From an optimization exercise on the open Yosys and OpenROAD flow, aimed at small area and a short achievable clock period; shortcuts taken in it are not production practice.
Function was checked by simulation only, so behaviour that the tests miss may differ from the original.
Power is estimated from default activity; no workload was simulated.

## matrix_multiplier
module matrix_multiplier #(
  parameter int DATA_WIDTH = 8,
  parameter int A_ROWS = 2,
  parameter int B_COLUMNS = 2,
  parameter int A_COLUMNS_B_ROWS = 2,
  parameter int C_DATA_WIDTH = (2 * DATA_WIDTH) + $clog2(A_COLUMNS_B_ROWS)
) (
  input                           clk_i,
  input                           reset_i,
  input                           valid_i,
  output logic                    valid_o,
  input        [A_ROWS * A_COLUMNS_B_ROWS * DATA_WIDTH-1:0]   a_i,
  input        [A_COLUMNS_B_ROWS * B_COLUMNS * DATA_WIDTH-1:0] b_i,
  output logic [A_ROWS * B_COLUMNS * C_DATA_WIDTH-1:0]         c_o
);
Size: ~1900 cells after synthesis, ~440 flip-flops.
==> flow/config.mk <==
export PLATFORM = sky130hd
export DESIGN_NAME = matrix_multiplier
export DESIGN_NICKNAME = matrix_multiplier
export VERILOG_FILES = /design/flow/design.v
export SDC_FILE = /design/flow/constraint.sdc
export NUM_CORES = 4
export LEC_CHECK = 0
export ABC_CLOCK_PERIOD_IN_PS = 2400
export CAP_MARGIN = 20
export CORE_MARGIN = 2
export CORE_UTILIZATION = 40
export SETUP_SLACK_MARGIN = 4.4
export SLEW_MARGIN = 20
export SYNTH_HIERARCHICAL = 1
==> flow/constraint.sdc <==
create_clock -name core_clock -period 6.8 [get_ports {clk_i}]
set_input_delay 1.3600 -clock core_clock [delete_from_list [all_inputs] [get_ports {clk_i}]]
set_output_delay 1.3600 -clock core_clock [all_outputs]
set_load 0.01 [all_outputs]
standard.sh (not shown) runs the stock make flow with config.mk's settings and CLKGATE_MAP_FILE= SYNTH_SCRIPT=/design/flow/synth_recipe.tcl, a recipe that flattens the netlist after the stock synthesis.
==> flow/flow/run.sh <==
#!/bin/bash
# Own flow: the standard layout (standard.sh), with the ports buffered by
# plain buf_1 cells instead of the delay-buffer cell buffer_ports picks itself.
# Every input and output port still gets its own buffer.
set -euo pipefail
export BUFFER_PORTS_ARGS="-buffer_cell sky130_fd_sc_hd__buf_1"
bash standard.sh > standard.log 2>&1
==> next run, changes <==
==> flow/run.sh (new file) <==
#!/bin/bash
# synth_recipe.tcl (not shown) runs the flow's synth.tcl, then flattens the netlist and writes it again
# the make line also repeats each setting of config.mk as NAME=value (left out here)
make -C /OpenROAD-flow-scripts/flow DESIGN_CONFIG=/design/flow/config.mk WORK_HOME=/design/flow/orfs CLKGATE_MAP_FILE= SYNTH_SCRIPT=/design/flow/synth_recipe.tcl finish
- ABC_CLOCK_PERIOD_IN_PS: 2400 -> not set
- SETUP_SLACK_MARGIN: 4.4 -> not set
removed: flow/flow/run.sh
removed: flow/standard.sh
Result: The new run finished with timing, DRC and antenna clean; non-clock buffer count came out higher by 2; global-route usage increases by 0.19 points; hold slack improved by 0.0037 ns.
==> next run, changes <==
==> flow/flow/run.sh (new file) <==
#!/bin/bash
# Own flow: the standard layout (standard.sh), with the ports buffered by
# plain buf_1 cells instead of the delay-buffer cell buffer_ports picks itself.
# Every input and output port still gets its own buffer.
set -euo pipefail
export BUFFER_PORTS_ARGS="-buffer_cell sky130_fd_sc_hd__buf_1"
bash standard.sh > standard.log 2>&1
==> flow/standard.sh (new file) <==
#!/bin/bash
# synth_recipe.tcl (not shown) runs the flow's synth.tcl, then flattens the netlist and writes it again
# the make line also repeats each setting of config.mk as NAME=value (left out here)
make -C /OpenROAD-flow-scripts/flow DESIGN_CONFIG=/design/flow/config.mk WORK_HOME=/design/flow/orfs CLKGATE_MAP_FILE= SYNTH_SCRIPT=/design/flow/synth_recipe.tcl "${@:-finish}"
- ABC_CLOCK_PERIOD_IN_PS: not set -> 2350
- CTS_CLUSTER_DIAMETER: not set -> 80
- CTS_CLUSTER_SIZE: not set -> 28
- SETUP_SLACK_MARGIN: not set -> 4.45
removed: flow/run.sh
=> Die area stays the same. Power went down by 5.8%. Design area increases by 1.8%. Worst setup slack improved by 0.34 ns. Fmax rose by 14%. Clock skew went up by 0.011 ns. Global-route usage shrinks by 0.17 points. Cell count came out higher by 2.4%. Clock-buffer cell count falls by 42. Routed wire length is higher by 11%.
==> next run, changes <==
- ABC_CLOCK_PERIOD_IN_PS: 2350 -> 2400
- CORE_UTILIZATION: 40 -> 60
- CTS_CLUSTER_DIAMETER: 80 -> not set
- CTS_CLUSTER_SIZE: 28 -> not set
- SETUP_SLACK_MARGIN: 4.45 -> 4.4
After rerunning:
- The new run finished clean
- critical path depth stays the same
- sequential power stays flat
- clock power rises by 43%
- global-route usage rises by 8.0 points
- register-to-register slack barely changes

* * *

== run A ==
Starting RTL as in the previous note.
==> flow/config.mk <==
export PLATFORM = sky130hd
export DESIGN_NAME = matrix_multiplier
export DESIGN_NICKNAME = matrix_multiplier
export VERILOG_FILES = /design/flow/design.v
export SDC_FILE = /design/flow/constraint.sdc
export NUM_CORES = 4
export LEC_CHECK = 0
export ABC_CLOCK_PERIOD_IN_PS = 2500
export CAP_MARGIN = 20
export CORE_MARGIN = 2
export CORE_UTILIZATION = 40
export CTS_CLUSTER_DIAMETER = 80
export CTS_CLUSTER_SIZE = 28
export SETUP_SLACK_MARGIN = 4.3
export SLEW_MARGIN = 20
export SYNTH_HIERARCHICAL = 1
==> flow/constraint.sdc <==
create_clock -name core_clock -period 6.8 [get_ports {clk_i}]
set_input_delay 1.3600 -clock core_clock [delete_from_list [all_inputs] [get_ports {clk_i}]]
set_output_delay 1.3600 -clock core_clock [all_outputs]
set_load 0.01 [all_outputs]
==> flow/flow/run.sh <==
#!/bin/bash
# Own flow: the standard layout (standard.sh), with the ports buffered by
# plain buf_1 cells instead of the delay-buffer cell buffer_ports picks itself.
# Every input and output port still gets its own buffer.
set -euo pipefail
export BUFFER_PORTS_ARGS="-buffer_cell sky130_fd_sc_hd__buf_1"
bash standard.sh > standard.log 2>&1
The inputs of run B differ from those of run A as listed below.
- ABC_CLOCK_PERIOD_IN_PS now 2200, was 2500
- CTS_CLUSTER_SIZE no longer set, was 28
- CTS_CLUSTER_DIAMETER no longer set, was 80
- SETUP_SLACK_MARGIN now 4.6, was 4.3
==> flow/run.sh (new file) <==
#!/bin/bash
# synth_recipe.tcl (not shown) runs the flow's synth.tcl, then flattens the netlist and writes it again
# the make line also repeats each setting of config.mk as NAME=value (left out here)
make -C /OpenROAD-flow-scripts/flow DESIGN_CONFIG=/design/flow/config.mk WORK_HOME=/design/flow/orfs CLKGATE_MAP_FILE= SYNTH_SCRIPT=/design/flow/synth_recipe.tcl finish
removed: flow/flow/run.sh
removed: flow/standard.sh
## What came out
Run B | status: complete | timing, DRC, antenna: pass. Run B supports a higher top clock frequency than run A. Going from run A to run B, count of sequential standard cells was more or less identical, buffer count excluding the clock tree in the final layout went up by 170%, global placement routability congestion went down by 1.6%. Where post-route minimum period is concerned, run A is outperformed by run B.
Here is what was changed in the inputs of run C compared with run B.
- CTS_BUF_LIST: unset -> sky130_fd_sc_hd__clkbuf_8
- ABC_CLOCK_PERIOD_IN_PS: 2200 -> 2400
- SETUP_SLACK_MARGIN: 4.6 -> 4.4
==> flow/flow/run.sh (new file) <==
#!/bin/bash
# Own flow: the standard layout (standard.sh), with the ports buffered by
# plain buf_1 cells instead of the delay-buffer cell buffer_ports picks itself.
# Every input and output port still gets its own buffer.
set -euo pipefail
export BUFFER_PORTS_ARGS="-buffer_cell sky130_fd_sc_hd__buf_1"
bash standard.sh > standard.log 2>&1
==> flow/standard.sh (new file) <==
#!/bin/bash
# synth_recipe.tcl (not shown) runs the flow's synth.tcl, then flattens the netlist and writes it again
# the make line also repeats each setting of config.mk as NAME=value (left out here)
make -C /OpenROAD-flow-scripts/flow DESIGN_CONFIG=/design/flow/config.mk WORK_HOME=/design/flow/orfs CLKGATE_MAP_FILE= SYNTH_SCRIPT=/design/flow/synth_recipe.tcl "${@:-finish}"
removed: flow/run.sh
--- outcome ---
The flow did not stop early for run C: all stages ran, and the layout cleared the timing, design-rule and antenna checks. Per the comparison of run C with run B, share of the clock period used by the worst path after layout increased 0.95 points, net switching component of the power decreased 0.14 mW. Compared with run B, run C shows a setup slack of the critical path after layout that is 0.065 ns lower.
What run D does differently from run C at the input level:
- setting PLACE_DENSITY to 0.8 for the first time
- changing CORE_UTILIZATION from 40 to 70
- removing CTS_BUF_LIST (formerly sky130_fd_sc_hd__clkbuf_8)
### Flow results
Min total met3 wirelength after detailed routing across run C and run D: run C
Compared with run C, in run D total wirelength of the detailed-routed design up 0.65%; synthesis-to-finish area growth down 2.9 points; worst hold-check slack up 0.014 ns; global-route usage up 13 points.
Summary of run D over run C: final critical-path required period has decreased, biggest cell delay along the critical path has increased.
Between run C and run D, wire length of the first global-routing pass is higher for run C, run D comes in under that.
As far as number of sinks handled by clock tree synthesis goes, run D and run C are indistinguishable; the numbers are identical.
Taking run C as the reference, in run D utilization up 33 points, internal power contribution up about 0.5%.

-- separate check: timing with driven ports --
The results above use ideal ports. As a check the final layouts listed here were re-extracted and re-timed, cells and wires unchanged.
Step 1 assumes that a clkbuf_16 drives the clock port and a buf_2 every other input.
Step 2 adds t to the input delays and takes it off the output delays; t is the mean of the earliest and latest rising clock arrival at the registers after step 1. Input paths then give back, and output paths get back, about the clock's delay inside the block.
Slacks: no drivers / after step 1 / after step 2; pairs: no drivers / after step 1.
run	t (ns)	slack for setup (ns)	hold WS [ns]	latest minus earliest clock arrival (ns)	worst register clock-pin slew, ns
the first run of note 1	0.637	4.418 / 4.361 / 4.440	0.311 / 0.311 / 0.311	0.033 / 0.033	0.07 / 0.07
the second run of note 1	0.634	3.983 / 3.925 / 3.985	0.315 / 0.315 / 0.315	0.025 / 0.024	0.06 / 0.06
the third run of note 1	0.655	4.327 / 4.270 / 4.435	0.315 / 0.315 / 0.315	0.038 / 0.038	0.10 / 0.10
the fourth run of note 1	0.623	4.424 / 4.370 / 4.448	0.320 / 0.320 / 0.320	0.019 / 0.019	0.07 / 0.07
run A	0.665	4.340 / 4.300 / 4.340	0.333 / 0.333 / 0.333	0.026 / 0.027	0.10 / 0.10
run B	0.624	4.420 / 4.366 / 4.446	0.326 / 0.326 / 0.326	0.016 / 0.016	0.07 / 0.07
run C	0.683	4.355 / 4.305 / 4.473	0.304 / 0.304 / 0.304	0.031 / 0.031	0.07 / 0.07
run D	0.618	4.379 / 4.329 / 4.382	0.318 / 0.318 / 0.318	0.030 / 0.030	0.08 / 0.08
After both steps every run listed still meets setup and hold.
